What follows belongs to an exercise in optimizing a design on an open flow for small area; a production flow would make more cautious choices. At most, simulation tests tie the RTL to the original design; equivalence was not proved. Power and IR drop assume default switching activity.

==> v36: inputs <==
Design lock, start of the top module:
module lock(
    input wire clk,set1,rst,sure,check,
    input  wire [3:0] row,
    output wire  [3:0] col,
    output wire[7:0] led_en,
    output wire[6:0] led,
    output wire led0,led1,led2,led3
    );
==> module keyboard, before the edit <==
module keyboard(
    input  wire       clk,
    input  wire       reset,
    input  wire [3:0] row,
    output wire [3:0] col,
    output wire [2:0] dpos,
    output wire       kb_en,     
    output wire [1:0] kb_cls     
);
reg [7:0] c200;
reg [2:0] m5;
reg [2:0] dp;
reg       ninit;
reg [15:0] key;      
reg       first;     
reg ev1, ev2;
reg dg1, dg2;
wire disp_end = c200[1] & ~c200[2] & ~c200[4] & ~c200[5] & ~c200[6] & ~c200[7];
wire kb_end   = disp_end & m5[2];
wire [3:0] p  = ~row & ~(key[3:0] & {4{~first}});
always @(posedge clk, posedge reset) begin
    if (reset) begin
        c200 <= 8'b00000110;
        m5 <= 0; dp <= 0; ninit <= 0; ev1 <= 0; ev2 <= 0;
        first <= 1'b1;
    end else begin
        ninit <= 1'b1;
        c200 <= {c200[6:0], c200[7] ^ c200[5] ^ (c200[3] & ~c200[4])};
        if (disp_end) begin
            m5 <= {m5[1] & m5[0], m5[1] ^ m5[0], ~m5[0] & ~m5[2]};
            dp <= dp + 3'd1;
        end
        if (kb_end & dp[1] & dp[0]) first <= 1'b0;
        ev1 <= kb_end & (|p);
        ev2 <= ev1;
    end
end
always @(posedge clk) begin
    if (kb_end) key <= {~row, key[15:4]};
    dg1 <= p[3] & ~p[2] & ~p[1] & ~p[0] & (dp[1:0] != 2'd0);
    dg2 <= dg1;
end
wire [1:0] cpos = dp[1:0] - m5[1:0];
assign col    = ninit ? ~(4'b0001 << cpos) : 4'b1111;
assign dpos   = dp;
assign kb_en  = ev2;
assign kb_cls = {dg2 & dp[1], dg2 & ~(dp[1] & dp[0])};
endmodule
==> module state_machine, before the edit <==
module state_machine(
    input wire clk,set,rst,sure,check,
    input wire [1:0] kb_cls,
    input wire kb_en,
    input wire [2:0] dpos,
    output reg [6:0] led,
    output wire led0,led1,led2,led3
    );
localparam W=2'b00, E=2'b01, ADV=2'b11, RET=2'b10;
localparam IDLE1=3'b000, a0=3'b010, a1=3'b011, a2=3'b001, a3=3'b100, a4=3'b110;
localparam N0=2'b10, N1=2'b01, N2=2'b00, N3=2'b11;
reg [1:0] ph;
reg [2:0] lv;    
assign led0 = lv[0] | lv[2];
assign led1 = lv[1];
assign led2 = lv[2];
assign led3 = lv[2] & ~lv[0];
reg [2:0] st1, nst1;
reg [5:0] temp;
reg [5:0] mi;
reg [1:0] n, nn;
wire l0 = ~led0;
wire is_e    = (ph == E);
wire is_idle = (ph == RET) | ((ph == W) & l0);
wire is_s7   = ((ph == W) & led3) | ((ph == ADV) & led2);
wire cmp_off = l0 & ((ph == E) | (ph == ADV));
wire wr0 = kb_en & (n == N0);
wire wr1 = kb_en & (n == N1);
wire wr2 = kb_en & (n == N2);
always @(*) begin
    case (n)
    N0: nn = N1;
    N1: nn = N2;
    N2: nn = N3;
    default: nn = N0;
    endcase
end
always @(posedge clk or posedge rst) begin
    if (rst) n <= N0;
    else if (sure) n <= N0;
    else if (is_e & kb_en) n <= nn;
end
always @(posedge clk) begin
    if (is_e) begin
        if (wr0) temp[5:4] <= kb_cls;
        if (wr1) temp[3:2] <= kb_cls;
        if (wr2) temp[1:0] <= kb_cls;
    end else temp <= 6'd0;
end
always @(posedge clk) begin
    if ((ph == ADV) & l0) mi <= temp;
end
reg [1:0] ts, ms;
always @(*) begin
    case (st1)
    a0: begin ts = temp[5:4]; ms = mi[5:4]; end
    a1: begin ts = temp[3:2]; ms = mi[3:2]; end
    a2: begin ts = temp[1:0]; ms = mi[1:0]; end
    default: begin ts = 2'b00; ms = 2'b00; end
    endcase
end
wire go = (|ts) & ~cmp_off;
wire eq = (ts == ms);
always @(*) begin
    case (st1)
    IDLE1: nst1 = check ? a0 : IDLE1;
    a0: nst1 = ~go ? a0 : eq ? a1 : a4;
    a1: nst1 = ~go ? a1 : eq ? a2 : a4;
    a2: nst1 = ~go ? a2 : eq ? a3 : a4;
    a3: nst1 = sure ? IDLE1 : a3;
    a4: nst1 = sure ? IDLE1 : a4;
    default: nst1 = IDLE1;
    endcase
end
always @(posedge clk or posedge rst) begin
    if (rst) begin
        ph <= W; st1 <= IDLE1; lv <= 3'b000;
    end else begin
        st1 <= nst1;
        case (ph)
        W:   if (l0 ? set : (check & ~led3)) ph <= E;
        E:   if (sure) ph <= (led0 & (st1 == a3)) ? RET : ADV;
        ADV: ph <= (check & ~led2) ? E : W;
        RET: ph <= set ? E : W;
        endcase
        if (ph == ADV) lv <= {lv[1], lv[0], ~lv[2]};
        if (ph == RET) lv <= 3'b000;
    end
end
reg [1:0] dig;
always @(*) begin
    case ({is_e, dpos})
    4'b1101: dig = temp[1:0];
    4'b1110: dig = temp[3:2];
    4'b1111: dig = temp[5:4];
    default: dig = 2'b00;
    endcase
    if (is_idle) led = 7'b0000001;
    else if (is_s7) led = 7'b0111000;
    else case (dig)
        2'b01: led = 7'b1001111;
        2'b10: led = 7'b0010010;
        2'b11: led = 7'b0000110;
        default: led = 7'b1111111;
        endcase
end
endmodule
clock: 10.0 ns
lec_check: 0
cap_margin: 20
core_margin: 2
core_utilization: 65
cts_buf_list: sky130_fd_sc_hd__clkbuf_4
slew_margin: 20
standard.sh (not shown) runs the stock make flow with config.mk's settings and CLKGATE_MAP_FILE= SYNTH_SCRIPT=/design/flow/synth_recipe.tcl, a recipe that flattens the netlist after the stock synthesis.
==> flow/flow/run.sh <==
#!/bin/bash
# Own layout flow: the standard ORFS flow with these changes:
#  - synthesis maps the combinational logic with several area-oriented ABC
#    scripts (flow/abc_*.script) and keeps the smallest result, and leaves
#    half/full adders to ABC (no adder cell extraction); registers are
#    untouched;
#  - ports are buffered with buf_1;
#  - clock tree synthesis inserts no dummy load cells.
# Each step's full output goes to ORFS's own logs under orfs/logs; make's
# output goes to make.log here.
set -euo pipefail
here=$(pwd)
export MY_ABC_SCRIPTS="$(ls "$here"/flow/abc_*.script | tr '\n' ' ')"
bash standard.sh SYNTH_SCRIPT="$here/flow/synth.tcl" ADDER_MAP_FILE= \
  "BUFFER_PORTS_ARGS=-buffer_cell sky130_fd_sc_hd__buf_1" \
  "CTS_ARGS=-sink_clustering_enable -repair_clock_nets -dont_use_dummy_load -buf_list sky130_fd_sc_hd__clkbuf_4" \
  finish > "$here/make.log" 2>&1
==> flow/flow/abc_s1.script <==
strash
&get -n
&st
&dch
&nf -R 1000
&put
==> flow/flow/abc_s10.script <==
strash
&get -n
&st
&dch
&nf -R 1000
&put
strash
&get -n
&st
&dch
&nf -R 1000
&put
==> flow/flow/abc_s8.script <==
strash
&get -n
&st
&syn2
&dch -f
&nf -R 1000
&put
==> flow/flow/abc_s9.script <==
strash
balance; rewrite; refactor; balance; rewrite; rewrite -z; balance; refactor -z; rewrite -z; balance
dch -f
amap
==> flow/flow/synth.tcl <==
proc synth {args} { yosys synth -nofsm -noshare {*}$args }
proc my_abc_area {lib} {
  set f [file join $::env(OBJECTS_DIR) my_abc_stat.txt]
  yosys tee -q -o $f stat -liberty $lib
  set fh [open $f r]; set txt [read $fh]; close $fh
  if {[regexp {Chip area for module '[^']*': ([0-9.]+)} $txt -> a]} { return $a }
  return 1e12
}
proc abc {args} {
  set i [lsearch -exact $args -script]
  set lib [lindex $args [expr {[lsearch -exact $args -liberty] + 1}]]
  yosys design -save my_pre_abc
  set best ""; set besta 1e12
  foreach s $::env(MY_ABC_SCRIPTS) {
    yosys design -load my_pre_abc
    yosys abc {*}[lreplace $args [expr {$i+1}] [expr {$i+1}] $s]
    yosys opt_clean
    set a [my_abc_area $lib]
    puts "MY_ABC: $s area $a"
    if {$a < $besta} { set besta $a; set best $s }
  }
  puts "MY_ABC: using $best (area $besta)"
  yosys design -load my_pre_abc
  yosys abc {*}[lreplace $args [expr {$i+1}] [expr {$i+1}] $best]
}
source $::env(SCRIPTS_DIR)/synth.tcl
# left out here: clear keep_hierarchy, flatten, clean up, hide names made inside functions, write 1_2_yosys.v
==> v5 (differences from v36) <==
--- a/flow/design.v
+++ b/flow/design.v
@@ -13,15 +13,14 @@
 reg       ninit;
 reg [15:0] key;      
-reg       first;     
 reg ev1, ev2;
 reg dg1, dg2;
 wire disp_end = c200[1] & ~c200[2] & ~c200[4] & ~c200[5] & ~c200[6] & ~c200[7];
 wire kb_end   = disp_end & m5[2];
-wire [3:0] p  = ~row & ~(key[3:0] & {4{~first}});
+wire [3:0] p  = ~row & ~key[3:0];
 always @(posedge clk, posedge reset) begin
     if (reset) begin
         c200 <= 8'b00000110;
         m5 <= 0; dp <= 0; ninit <= 0; ev1 <= 0; ev2 <= 0;
-        first <= 1'b1;
+        key <= 0;
     end else begin
         ninit <= 1'b1;
@@ -31,5 +30,5 @@
             dp <= dp + 3'd1;
         end
-        if (kb_end & dp[1] & dp[0]) first <= 1'b0;
+        if (kb_end) key <= {~row, key[15:4]};
         ev1 <= kb_end & (|p);
         ev2 <= ev1;
@@ -37,5 +36,4 @@
 end
 always @(posedge clk) begin
-    if (kb_end) key <= {~row, key[15:4]};
     dg1 <= p[3] & ~p[2] & ~p[1] & ~p[0] & (dp[1:0] != 2'd0);
     dg2 <= dg1;
@@ -53,15 +51,10 @@
     input wire [2:0] dpos,
     output reg [6:0] led,
-    output wire led0,led1,led2,led3
+    output reg led0,led1,led2,led3
     );
 localparam W=2'b00, E=2'b01, ADV=2'b11, RET=2'b10;
-localparam IDLE1=3'b000, a0=3'b010, a1=3'b011, a2=3'b001, a3=3'b100, a4=3'b110;
+localparam IDLE1=3'd0, a0=3'd1, a1=3'd2, a2=3'd3, a3=3'd4, a4=3'd5;
 localparam N0=2'b10, N1=2'b01, N2=2'b00, N3=2'b11;
 reg [1:0] ph;
-reg [2:0] lv;    
-assign led0 = lv[0] | lv[2];
-assign led1 = lv[1];
-assign led2 = lv[2];
-assign led3 = lv[2] & ~lv[0];
 reg [2:0] st1, nst1;
 reg [5:0] temp;
@@ -89,6 +82,7 @@
     else if (is_e & kb_en) n <= nn;
 end
-always @(posedge clk) begin
-    if (is_e) begin
+always @(posedge clk or posedge rst) begin
+    if (rst) temp <= 6'd0;
+    else if (is_e) begin
         if (wr0) temp[5:4] <= kb_cls;
         if (wr1) temp[3:2] <= kb_cls;
@@ -99,21 +93,13 @@
     if ((ph == ADV) & l0) mi <= temp;
 end
-reg [1:0] ts, ms;
-always @(*) begin
-    case (st1)
-    a0: begin ts = temp[5:4]; ms = mi[5:4]; end
-    a1: begin ts = temp[3:2]; ms = mi[3:2]; end
-    a2: begin ts = temp[1:0]; ms = mi[1:0]; end
-    default: begin ts = 2'b00; ms = 2'b00; end
-    endcase
-end
-wire go = (|ts) & ~cmp_off;
-wire eq = (ts == ms);
+wire [1:0] t0 = cmp_off ? 2'b00 : temp[5:4];
+wire [1:0] t1 = cmp_off ? 2'b00 : temp[3:2];
+wire [1:0] t2 = cmp_off ? 2'b00 : temp[1:0];
 always @(*) begin
     case (st1)
     IDLE1: nst1 = check ? a0 : IDLE1;
-    a0: nst1 = ~go ? a0 : eq ? a1 : a4;
-    a1: nst1 = ~go ? a1 : eq ? a2 : a4;
-    a2: nst1 = ~go ? a2 : eq ? a3 : a4;
+    a0: nst1 = (t0 == 2'b00) ? a0 : (t0 == mi[5:4]) ? a1 : a4;
+    a1: nst1 = (t1 == 2'b00) ? a1 : (t1 == mi[3:2]) ? a2 : a4;
+    a2: nst1 = (t2 == 2'b00) ? a2 : (t2 == mi[1:0]) ? a3 : a4;
     a3: nst1 = sure ? IDLE1 : a3;
     a4: nst1 = sure ? IDLE1 : a4;
@@ -123,5 +109,5 @@
 always @(posedge clk or posedge rst) begin
     if (rst) begin
-        ph <= W; st1 <= IDLE1; lv <= 3'b000;
+        ph <= W; st1 <= IDLE1; led0 <= 0; led1 <= 0; led2 <= 0; led3 <= 0;
     end else begin
         st1 <= nst1;
@@ -132,6 +118,6 @@
         RET: ph <= set ? E : W;
         endcase
-        if (ph == ADV) lv <= {lv[1], lv[0], ~lv[2]};
-        if (ph == RET) lv <= 3'b000;
+        if (ph == ADV) {led3, led2, led1, led0} <= {led2, led1, led0, 1'b1};
+        if (ph == RET) {led3, led2, led1, led0} <= 4'b0000;
     end
 end
==> flow/flow/run.sh (replaced) <==
#!/bin/bash
# Own layout flow: the standard ORFS flow with three changes:
#  - synthesis maps with an area-oriented ABC script and leaves half/full
#    adders to ABC (no adder cell extraction); registers are untouched;
#  - ports are buffered with buf_1;
# Each step's full output goes to ORFS's own logs; make's output to make.log.
set -euo pipefail
here=$(pwd)
export MY_ABC_SCRIPT="$here/flow/area.abc"
bash standard.sh SYNTH_SCRIPT="$here/flow/synth.tcl" ADDER_MAP_FILE= \
  "BUFFER_PORTS_ARGS=-buffer_cell sky130_fd_sc_hd__buf_1" finish > "$here/make.log" 2>&1
==> flow/flow/area.abc (new file) <==
strash
&get -n
&st
&dch
&nf -R 1000
&put
==> flow/flow/synth.tcl (replaced) <==
proc synth {args} { yosys synth -nofsm -noshare {*}$args }
proc abc {args} {
  set i [lsearch -exact $args -script]
  if {$i >= 0} { set args [lreplace $args [expr {$i+1}] [expr {$i+1}] $::env(MY_ABC_SCRIPT)] }
  yosys abc {*}$args
}
source $::env(SCRIPTS_DIR)/synth.tcl
# left out here: clear keep_hierarchy, flatten, clean up, hide names made inside functions, write 1_2_yosys.v
Settings changed: CORE_UTILIZATION 65 to 40, CTS_CLUSTER_SIZE from default to 30.
removed: flow/flow/abc_s1.script
removed: flow/flow/abc_s10.script
removed: flow/flow/abc_s8.script
removed: flow/flow/abc_s9.script
==> summary of the runs <==
Register-to-register slack: v36 is lower than v5 (0.03 ns). Between v36 and v5, the lower clock power is in v36 (gap about 40%, measured against v5). Flip-flop and latch count is the same in v5 and v36. Between v36 and v5, the lower critical path depth is in v5 (gap 1). Area after synthesis: v36 is smaller than v5 (5.5%).


==> 09-13: inputs <==
==> flow/design.v <==
module keyboard(
    input  wire       clk,
    input  wire       reset,
    input  wire [3:0] row,
    output wire [3:0] col,
    output wire [2:0] dpos,
    output wire       kb_en,     
    output wire [1:0] kb_cls     
);
reg [7:0] c200;
reg [2:0] m5;
reg [2:0] dp;
reg       ninit;
reg [15:0] key;      
reg ev1, ev2;
reg dg1, dg2;
wire disp_end = c200[1] & ~c200[2] & ~c200[4] & ~c200[5] & ~c200[6] & ~c200[7];
wire kb_end   = disp_end & m5[2];
wire [3:0] p  = ~row & ~key[3:0];
always @(posedge clk, posedge reset) begin
    if (reset) begin
        c200 <= 8'b00000110;
        m5 <= 0; dp <= 0; ninit <= 0; ev1 <= 0; ev2 <= 0;
        key <= 0;
    end else begin
        ninit <= 1'b1;
        c200 <= {c200[6:0], c200[7] ^ c200[5] ^ (c200[3] & ~c200[4])};
        if (disp_end) begin
            m5 <= {m5[1] & m5[0], m5[1] ^ m5[0], ~m5[0] & ~m5[2]};
            dp <= dp + 3'd1;
        end
        if (kb_end) key <= {~row, key[15:4]};
        ev1 <= kb_end & (|p);
        ev2 <= ev1;
    end
end
always @(posedge clk) begin
    dg1 <= p[3] & ~p[2] & ~p[1] & ~p[0] & (dp[1:0] != 2'd0);
    dg2 <= dg1;
end
wire [1:0] cpos = dp[1:0] - m5[1:0];
assign col    = ninit ? ~(4'b0001 << cpos) : 4'b1111;
assign dpos   = dp;
assign kb_en  = ev2;
assign kb_cls = {dg2 & dp[1], dg2 & ~(dp[1] & dp[0])};
endmodule
module state_machine(
    input wire clk,set,rst,sure,check,
    input wire [1:0] kb_cls,
    input wire kb_en,
    input wire [2:0] dpos,
    output reg [6:0] led,
    output reg led0,led1,led2,led3
    );
localparam W=2'd0, E=2'd1, ADV=2'd2, RET=2'd3;
localparam IDLE1=3'd0, a0=3'd1, a1=3'd2, a2=3'd3, a3=3'd4, a4=3'd5;
reg [1:0] ph;
reg [2:0] st1, nst1;
reg [5:0] mi, temp;
reg [1:0] n;
wire l0 = ~led0;                        
wire is_idle = (ph == RET) | ((ph == W) & l0);
wire is_s0   = (ph == E) & l0;
wire att     = (ph == E) & led0;
wire is_s7   = ((ph == W) & led3) | ((ph == ADV) & led2);
wire wr0 = kb_en & (n == 2'b10);
wire wr1 = kb_en & (n == 2'b01);
wire wr2 = kb_en & (n == 2'b00);
always @(posedge clk or posedge rst) begin
    if (rst) n <= 2'b10;
    else if (sure) n <= 2'b10;
    else if ((ph == E) & kb_en) n <= n - 2'b01;
end
always @(posedge clk or posedge rst) begin
    if (rst) temp <= 6'd0;
    else if (att) begin
        if (wr0) temp[5:4] <= kb_cls;
        if (wr1) temp[3:2] <= kb_cls;
        if (wr2) temp[1:0] <= kb_cls;
    end else temp <= 6'd0;
end
always @(posedge clk or posedge rst) begin
    if (rst) mi <= 6'd0;
    else if (is_s0) begin
        if (wr0) mi[5:4] <= kb_cls;
        if (wr1) mi[3:2] <= kb_cls;
        if (wr2) mi[1:0] <= kb_cls;
    end else if (is_idle) mi <= 6'd0;
end
always @(*) begin
    case (st1)
    IDLE1: nst1 = check ? a0 : IDLE1;
    a0: nst1 = (temp[5:4] == 2'b00) ? a0 : (temp[5:4] == mi[5:4]) ? a1 : a4;
    a1: nst1 = (temp[3:2] == 2'b00) ? a1 : (temp[3:2] == mi[3:2]) ? a2 : a4;
    a2: nst1 = (temp[1:0] == 2'b00) ? a2 : (temp[1:0] == mi[1:0]) ? a3 : a4;
    a3: nst1 = sure ? IDLE1 : a3;
    a4: nst1 = sure ? IDLE1 : a4;
    default: nst1 = IDLE1;
    endcase
end
always @(posedge clk or posedge rst) begin
    if (rst) begin
        ph <= W; st1 <= IDLE1; led0 <= 0; led1 <= 0; led2 <= 0; led3 <= 0;
    end else begin
        st1 <= nst1;
        case (ph)
        W:   if (l0 ? set : (check & ~led3)) ph <= E;
        E:   if (sure) ph <= (led0 & (st1 == a3)) ? RET : ADV;
        ADV: ph <= (check & ~led2) ? E : W;
        RET: ph <= set ? E : W;
        endcase
        if (ph == ADV) {led3, led2, led1, led0} <= {led2, led1, led0, 1'b1};
        if (ph == RET) {led3, led2, led1, led0} <= 4'b0000;
    end
end
reg [1:0] dig;
wire [5:0] x = temp | (mi & {6{is_s0}});    
always @(*) begin
    case (dpos)
    3'd5: dig = x[1:0];
    3'd6: dig = x[3:2];
    3'd7: dig = x[5:4];
    default: dig = 2'b00;
    endcase
    if (is_idle) led = 7'b0000001;
    else if (is_s7) led = 7'b0111000;
    else if (ph != E) led = 7'b1111111;
    else case (dig)
        2'b01: led = 7'b1001111;
        2'b10: led = 7'b0010010;
        2'b11: led = 7'b0000110;
        default: led = 7'b1111111;
        endcase
end
endmodule
module lock(
    input wire clk,set1,rst,sure,check,
    input  wire [3:0] row,
    output wire  [3:0] col,
    output wire[7:0] led_en,
    output wire[6:0] led,
    output wire led0,led1,led2,led3
    );
wire kb_en;
wire [1:0] kb_cls;
wire [2:0] dpos;
keyboard u_keyboard(
.clk(clk),.reset(rst),.row(row),.col(col),.dpos(dpos),.kb_en(kb_en),.kb_cls(kb_cls)
);
assign led_en = ~(8'b00000001 << dpos);
state_machine u_state_machine(
.clk(clk),.rst(rst),.sure(sure),.check(check),.set(set1),.kb_cls(kb_cls),.kb_en(kb_en),.dpos(dpos),.led(led),.led0(led0),.led1(led1),.led2(led2),.led3(led3)
);
endmodule
==> flow/flow/run.sh <==
#!/bin/bash
# Own layout flow: the standard ORFS flow with three changes:
#  - synthesis maps with an area-oriented ABC script and leaves half/full
#    adders to ABC (no adder cell extraction); registers are untouched;
#  - ports are buffered with buf_1;
# Each step's full output goes to ORFS's own logs; make's output to make.log.
set -euo pipefail
here=$(pwd)
export MY_ABC_SCRIPT="$here/flow/area.abc"
bash standard.sh SYNTH_SCRIPT="$here/flow/synth.tcl" ADDER_MAP_FILE= \
  "BUFFER_PORTS_ARGS=-buffer_cell sky130_fd_sc_hd__buf_1" finish > "$here/make.log" 2>&1
==> flow/flow/area.abc <==
strash
&get -n
&st
&dch
&nf -R 1000
&put
==> flow/flow/synth.tcl <==
proc synth {args} { yosys synth -nofsm -noshare {*}$args }
proc abc {args} {
  set i [lsearch -exact $args -script]
  if {$i >= 0} { set args [lreplace $args [expr {$i+1}] [expr {$i+1}] $::env(MY_ABC_SCRIPT)] }
  yosys abc {*}$args
}
source $::env(SCRIPTS_DIR)/synth.tcl
# left out here: clear keep_hierarchy, flatten, clean up, hide names made inside functions, write 1_2_yosys.v
==> flow/standard.sh <==
#!/bin/bash
# synth_recipe.tcl (not shown) runs the flow's synth.tcl, then flattens the netlist and writes it again
# the make line also repeats each setting of config.mk as NAME=value (left out here)
make -C /OpenROAD-flow-scripts/flow DESIGN_CONFIG=/design/flow/config.mk WORK_HOME=/design/flow/orfs CLKGATE_MAP_FILE= SYNTH_SCRIPT=/design/flow/synth_recipe.tcl "${@:-finish}"
==> flow/config.mk <==
export PLATFORM = sky130hd
export DESIGN_NAME = lock
export DESIGN_NICKNAME = lock
export VERILOG_FILES = /design/flow/design.v
export SDC_FILE = /design/flow/constraint.sdc
export NUM_CORES = 4
export LEC_CHECK = 0
export CAP_MARGIN = 20
export CORE_MARGIN = 2
export CORE_UTILIZATION = 40
export CTS_BUF_LIST = sky130_fd_sc_hd__clkbuf_4
export CTS_CLUSTER_SIZE = 30
export SLEW_MARGIN = 20
==> flow/constraint.sdc <==
create_clock -name core_clock -period 10.0 [get_ports {clk}]
set_input_delay 2.0000 -clock core_clock [delete_from_list [all_inputs] [get_ports {clk}]]
set_output_delay 2.0000 -clock core_clock [all_outputs]
set_load 0.01 [all_outputs]
==> inputs of 10-17, as changes to 09-13 <==
==> flow/design.v, changed modules only <==
module keyboard(
    input  wire       clk,
    input  wire       reset,
    input  wire [3:0] row,
    output wire [3:0] col,
    output wire [2:0] dpos,
    output wire       kb_en,     
    output wire [1:0] kb_cls     
);
reg [7:0] c200;
reg [2:0] m5;
reg [2:0] dp;
reg       ninit;
reg [15:0] key;      
reg       first;     
reg ev1, ev2;
reg dg1, dg2;
wire disp_end = c200[1] & ~c200[2] & ~c200[4] & ~c200[5] & ~c200[6] & ~c200[7];
wire kb_end   = disp_end & m5[2];
wire [3:0] p  = ~row & ~(key[3:0] & {4{~first}});
always @(posedge clk, posedge reset) begin
    if (reset) begin
        c200 <= 8'b00000110;
        m5 <= 0; dp <= 0; ninit <= 0; ev1 <= 0; ev2 <= 0;
        first <= 1'b1;
    end else begin
        ninit <= 1'b1;
        c200 <= {c200[6:0], c200[7] ^ c200[5] ^ (c200[3] & ~c200[4])};
        if (disp_end) begin
            m5 <= {m5[1] & m5[0], m5[1] ^ m5[0], ~m5[0] & ~m5[2]};
            dp <= dp + 3'd1;
        end
        if (kb_end & dp[1] & dp[0]) first <= 1'b0;
        ev1 <= kb_end & (|p);
        ev2 <= ev1;
    end
end
always @(posedge clk) begin
    if (kb_end) key <= {~row, key[15:4]};
    dg1 <= p[3] & ~p[2] & ~p[1] & ~p[0] & (dp[1:0] != 2'd0);
    dg2 <= dg1;
end
wire [1:0] cpos = dp[1:0] - m5[1:0];
assign col    = ninit ? ~(4'b0001 << cpos) : 4'b1111;
assign dpos   = dp;
assign kb_en  = ev2;
assign kb_cls = {dg2 & dp[1], dg2 & ~(dp[1] & dp[0])};
endmodule
module state_machine(
    input wire clk,set,rst,sure,check,
    input wire [1:0] kb_cls,
    input wire kb_en,
    input wire [2:0] dpos,
    output reg [6:0] led,
    output reg led0,led1,led2,led3
    );
localparam W=2'b00, E=2'b01, ADV=2'b11, RET=2'b10;
localparam IDLE1=3'd0, a0=3'd1, a1=3'd2, a2=3'd3, a3=3'd4, a4=3'd5;
localparam N0=2'b10, N1=2'b01, N2=2'b00, N3=2'b11;
reg [1:0] ph;
reg [2:0] st1, nst1;
reg [5:0] temp;
reg [5:0] mi;
reg [1:0] n, nn;
wire l0 = ~led0;
wire is_e    = (ph == E);
wire is_idle = (ph == RET) | ((ph == W) & l0);
wire is_s7   = ((ph == W) & led3) | ((ph == ADV) & led2);
wire cmp_off = l0 & ((ph == E) | (ph == ADV));
wire wr0 = kb_en & (n == N0);
wire wr1 = kb_en & (n == N1);
wire wr2 = kb_en & (n == N2);
always @(*) begin
    case (n)
    N0: nn = N1;
    N1: nn = N2;
    N2: nn = N3;
    default: nn = N0;
    endcase
end
always @(posedge clk or posedge rst) begin
    if (rst) n <= N0;
    else if (sure) n <= N0;
    else if (is_e & kb_en) n <= nn;
end
always @(posedge clk) begin
    if (is_e) begin
        if (wr0) temp[5:4] <= kb_cls;
        if (wr1) temp[3:2] <= kb_cls;
        if (wr2) temp[1:0] <= kb_cls;
    end else temp <= 6'd0;
end
always @(posedge clk) begin
    if ((ph == ADV) & l0) mi <= temp;
end
wire [1:0] t0 = cmp_off ? 2'b00 : temp[5:4];
wire [1:0] t1 = cmp_off ? 2'b00 : temp[3:2];
wire [1:0] t2 = cmp_off ? 2'b00 : temp[1:0];
always @(*) begin
    case (st1)
    IDLE1: nst1 = check ? a0 : IDLE1;
    a0: nst1 = (t0 == 2'b00) ? a0 : (t0 == mi[5:4]) ? a1 : a4;
    a1: nst1 = (t1 == 2'b00) ? a1 : (t1 == mi[3:2]) ? a2 : a4;
    a2: nst1 = (t2 == 2'b00) ? a2 : (t2 == mi[1:0]) ? a3 : a4;
    a3: nst1 = sure ? IDLE1 : a3;
    a4: nst1 = sure ? IDLE1 : a4;
    default: nst1 = IDLE1;
    endcase
end
always @(posedge clk or posedge rst) begin
    if (rst) begin
        ph <= W; st1 <= IDLE1; led0 <= 0; led1 <= 0; led2 <= 0; led3 <= 0;
    end else begin
        st1 <= nst1;
        case (ph)
        W:   if (l0 ? set : (check & ~led3)) ph <= E;
        E:   if (sure) ph <= (led0 & (st1 == a3)) ? RET : ADV;
        ADV: ph <= (check & ~led2) ? E : W;
        RET: ph <= set ? E : W;
        endcase
        if (ph == ADV) {led3, led2, led1, led0} <= {led2, led1, led0, 1'b1};
        if (ph == RET) {led3, led2, led1, led0} <= 4'b0000;
    end
end
reg [1:0] dig;
always @(*) begin
    case ({is_e, dpos})
    4'b1101: dig = temp[1:0];
    4'b1110: dig = temp[3:2];
    4'b1111: dig = temp[5:4];
    default: dig = 2'b00;
    endcase
    if (is_idle) led = 7'b0000001;
    else if (is_s7) led = 7'b0111000;
    else case (dig)
        2'b01: led = 7'b1001111;
        2'b10: led = 7'b0010010;
        2'b11: led = 7'b0000110;
        default: led = 7'b1111111;
        endcase
end
endmodule
==> flow/flow/run.sh (replaced) <==
#!/bin/bash
# Own layout flow: the standard ORFS flow with these changes:
#  - synthesis maps with an area-oriented ABC script and leaves half/full
#    adders to ABC (no adder cell extraction); registers are untouched;
#  - ports are buffered with buf_1;
#  - clock tree synthesis inserts no dummy load cells.
# Each step's full output goes to ORFS's own logs under orfs/logs; make's
# output goes to make.log here.
set -euo pipefail
here=$(pwd)
export MY_ABC_SCRIPT="$here/flow/area.abc"
bash standard.sh SYNTH_SCRIPT="$here/flow/synth.tcl" ADDER_MAP_FILE= \
  "BUFFER_PORTS_ARGS=-buffer_cell sky130_fd_sc_hd__buf_1" \
  "CTS_ARGS=-sink_clustering_enable -repair_clock_nets -dont_use_dummy_load -buf_list sky130_fd_sc_hd__clkbuf_4" \
  finish > "$here/make.log" 2>&1
CORE_UTILIZATION = 65   (was 40)
CTS_CLUSTER_SIZE = default   (was 30)
==> inputs of 09-27, as changes to 09-13 <==
==> flow/design.v, changed modules only <==
module keyboard(
    input  wire       clk,
    input  wire       reset,
    input  wire [3:0] row,
    output wire [3:0] col,
    output wire [2:0] dpos,
    output wire       kb_en,     
    output wire [1:0] kb_cls     
);
reg [7:0] c200;
reg [2:0] m5;
reg [2:0] dp;
reg       ninit;
reg [15:0] key;      
reg       first;     
reg ev1, ev2;
reg dg1, dg2;
wire disp_end = c200[1] & ~c200[2] & ~c200[4] & ~c200[5] & ~c200[6] & ~c200[7];
wire kb_end   = disp_end & m5[2];
wire [3:0] p  = ~row & ~(key[3:0] & {4{~first}});
always @(posedge clk, posedge reset) begin
    if (reset) begin
        c200 <= 8'b00000110;
        m5 <= 0; dp <= 0; ninit <= 0; ev1 <= 0; ev2 <= 0;
        first <= 1'b1;
    end else begin
        ninit <= 1'b1;
        c200 <= {c200[6:0], c200[7] ^ c200[5] ^ (c200[3] & ~c200[4])};
        if (disp_end) begin
            m5 <= {m5[1] & m5[0], m5[1] ^ m5[0], ~m5[0] & ~m5[2]};
            dp <= dp + 3'd1;
        end
        if (kb_end & dp[1] & dp[0]) first <= 1'b0;
        ev1 <= kb_end & (|p);
        ev2 <= ev1;
    end
end
always @(posedge clk) begin
    if (kb_end) key <= {~row, key[15:4]};
    dg1 <= p[3] & ~p[2] & ~p[1] & ~p[0] & (dp[1:0] != 2'd0);
    dg2 <= dg1;
end
wire [1:0] cpos = dp[1:0] - m5[1:0];
assign col    = ninit ? ~(4'b0001 << cpos) : 4'b1111;
assign dpos   = dp;
assign kb_en  = ev2;
assign kb_cls = {dg2 & dp[1], dg2 & ~(dp[1] & dp[0])};
endmodule
module state_machine(
    input wire clk,set,rst,sure,check,
    input wire [1:0] kb_cls,
    input wire kb_en,
    input wire [2:0] dpos,
    output reg [6:0] led,
    output reg led0,led1,led2,led3
    );
localparam W=2'b00, E=2'b01, ADV=2'b11, RET=2'b10;
localparam IDLE1=3'd0, a0=3'd1, a1=3'd2, a2=3'd3, a3=3'd4, a4=3'd5;
localparam N0=2'b10, N1=2'b01, N2=2'b00, N3=2'b11;
reg [1:0] ph;
reg [2:0] st1, nst1;
reg [5:0] temp;
reg [5:0] mi;
reg [1:0] n, nn;
wire l0 = ~led0;
wire is_e    = (ph == E);
wire is_idle = (ph == RET) | ((ph == W) & l0);
wire is_s7   = ((ph == W) & led3) | ((ph == ADV) & led2);
wire cmp_off = l0 & ((ph == E) | (ph == ADV));
wire wr0 = kb_en & (n == N0);
wire wr1 = kb_en & (n == N1);
wire wr2 = kb_en & (n == N2);
always @(*) begin
    case (n)
    N0: nn = N1;
    N1: nn = N2;
    N2: nn = N3;
    default: nn = N0;
    endcase
end
always @(posedge clk or posedge rst) begin
    if (rst) n <= N0;
    else if (sure) n <= N0;
    else if (is_e & kb_en) n <= nn;
end
always @(posedge clk) begin
    if (is_e) begin
        if (wr0) temp[5:4] <= kb_cls;
        if (wr1) temp[3:2] <= kb_cls;
        if (wr2) temp[1:0] <= kb_cls;
    end else temp <= 6'd0;
end
always @(posedge clk) begin
    if ((ph == ADV) & l0) mi <= temp;
end
wire [1:0] t0 = cmp_off ? 2'b00 : temp[5:4];
wire [1:0] t1 = cmp_off ? 2'b00 : temp[3:2];
wire [1:0] t2 = cmp_off ? 2'b00 : temp[1:0];
always @(*) begin
    case (st1)
    IDLE1: nst1 = check ? a0 : IDLE1;
    a0: nst1 = (t0 == 2'b00) ? a0 : (t0 == mi[5:4]) ? a1 : a4;
    a1: nst1 = (t1 == 2'b00) ? a1 : (t1 == mi[3:2]) ? a2 : a4;
    a2: nst1 = (t2 == 2'b00) ? a2 : (t2 == mi[1:0]) ? a3 : a4;
    a3: nst1 = sure ? IDLE1 : a3;
    a4: nst1 = sure ? IDLE1 : a4;
    default: nst1 = IDLE1;
    endcase
end
always @(posedge clk or posedge rst) begin
    if (rst) begin
        ph <= W; st1 <= IDLE1; led0 <= 0; led1 <= 0; led2 <= 0; led3 <= 0;
    end else begin
        st1 <= nst1;
        case (ph)
        W:   if (l0 ? set : (check & ~led3)) ph <= E;
        E:   if (sure) ph <= (led0 & (st1 == a3)) ? RET : ADV;
        ADV: ph <= (check & ~led2) ? E : W;
        RET: ph <= set ? E : W;
        endcase
        if (ph == ADV) {led3, led2, led1, led0} <= {led2, led1, led0, 1'b1};
        if (ph == RET) {led3, led2, led1, led0} <= 4'b0000;
    end
end
reg [1:0] dig;
always @(*) begin
    case ({is_e, dpos})
    4'b1101: dig = temp[1:0];
    4'b1110: dig = temp[3:2];
    4'b1111: dig = temp[5:4];
    default: dig = 2'b00;
    endcase
    if (is_idle) led = 7'b0000001;
    else if (is_s7) led = 7'b0111000;
    else case (dig)
        2'b01: led = 7'b1001111;
        2'b10: led = 7'b0010010;
        2'b11: led = 7'b0000110;
        default: led = 7'b1111111;
        endcase
end
endmodule
==> flow/flow/run.sh (replaced) <==
#!/bin/bash
# Own layout flow: the standard ORFS flow with these changes:
#  - synthesis maps with an area-oriented ABC script and leaves half/full
#    adders to ABC (no adder cell extraction); registers are untouched;
#  - ports are buffered with buf_1;
#  - clock tree synthesis inserts no dummy load cells.
# Each step's full output goes to ORFS's own logs under orfs/logs; make's
# output goes to make.log here.
set -euo pipefail
here=$(pwd)
export MY_ABC_SCRIPT="$here/flow/area.abc"
bash standard.sh SYNTH_SCRIPT="$here/flow/synth.tcl" ADDER_MAP_FILE= \
  "BUFFER_PORTS_ARGS=-buffer_cell sky130_fd_sc_hd__buf_1" \
  "CTS_ARGS=-sink_clustering_enable -repair_clock_nets -dont_use_dummy_load -buf_list sky130_fd_sc_hd__clkbuf_4" \
  finish > "$here/make.log" 2>&1
CTS_CLUSTER_SIZE = default   (was 30)
==> notes <==
Against 09-13, the worst setup slack of 09-27 is higher by 160 ps.
The highest global-route usage belongs to 10-17, the lowest to 09-13.
Area after synthesis: 09-27 is smaller than 09-13 (about 3.7%).
In 10-17 the clock skew is lower than in 09-27, by 11 ps.
In sequential power, 10-17 and 09-27 hardly differ.
Of 10-17 and 09-27, 09-27 has the higher register-to-register slack (gap 40 ps).
Via count: 09-27 is lower than 09-13 (7.4%).
Between 09-27 and 09-13, the lower cell count is in 09-27 (gap about 5%, measured against 09-13).
Utilization: 10-17 > 09-13 > 09-27.
For 09-13, only the layout was checked, not whether the RTL still works.

what the ideal ports hide:
The flow's constraints put no driver on any port. The routed layouts listed below were extracted and timed again, unchanged, in two steps.
Step 1 sets driving cells, clkbuf_16 on the clock port and buf_2 on the other inputs (assumed; they add their load-dependent delay and slew).
Step 2 moves the port delays by t, midway between the first and last clock arrival at a register: inputs arrive t later, outputs are due t later. That takes back most of the time a late clock gives input paths.
Three values: no drivers, after step 1, after step 2; two values: the first two.
| run | shift t [ns] | slack for setup (ns) | worst hold slack (ns) | worst setup path after step 2 |
|---|---|---|---|---|
| v36 | 0.392 | 5.567 / 5.542 / 5.934 | 0.350 / 0.350 / 0.350 | register to output |
| v5 | 0.410 | 5.773 / 5.749 / 6.159 | 0.328 / 0.328 / 0.328 | register to output |
| 09-13 | 0.405 | 5.658 / 5.634 / 6.039 | 0.343 / 0.343 / 0.343 | register to output |
| 10-17 | 0.405 | 5.730 / 5.707 / 6.112 | 0.335 / 0.335 / 0.335 | register to output |
| 09-27 | 0.389 | 5.822 / 5.797 / 6.186 | 0.332 / 0.332 / 0.332 | register to output |
After both steps every run listed still meets setup and hold.
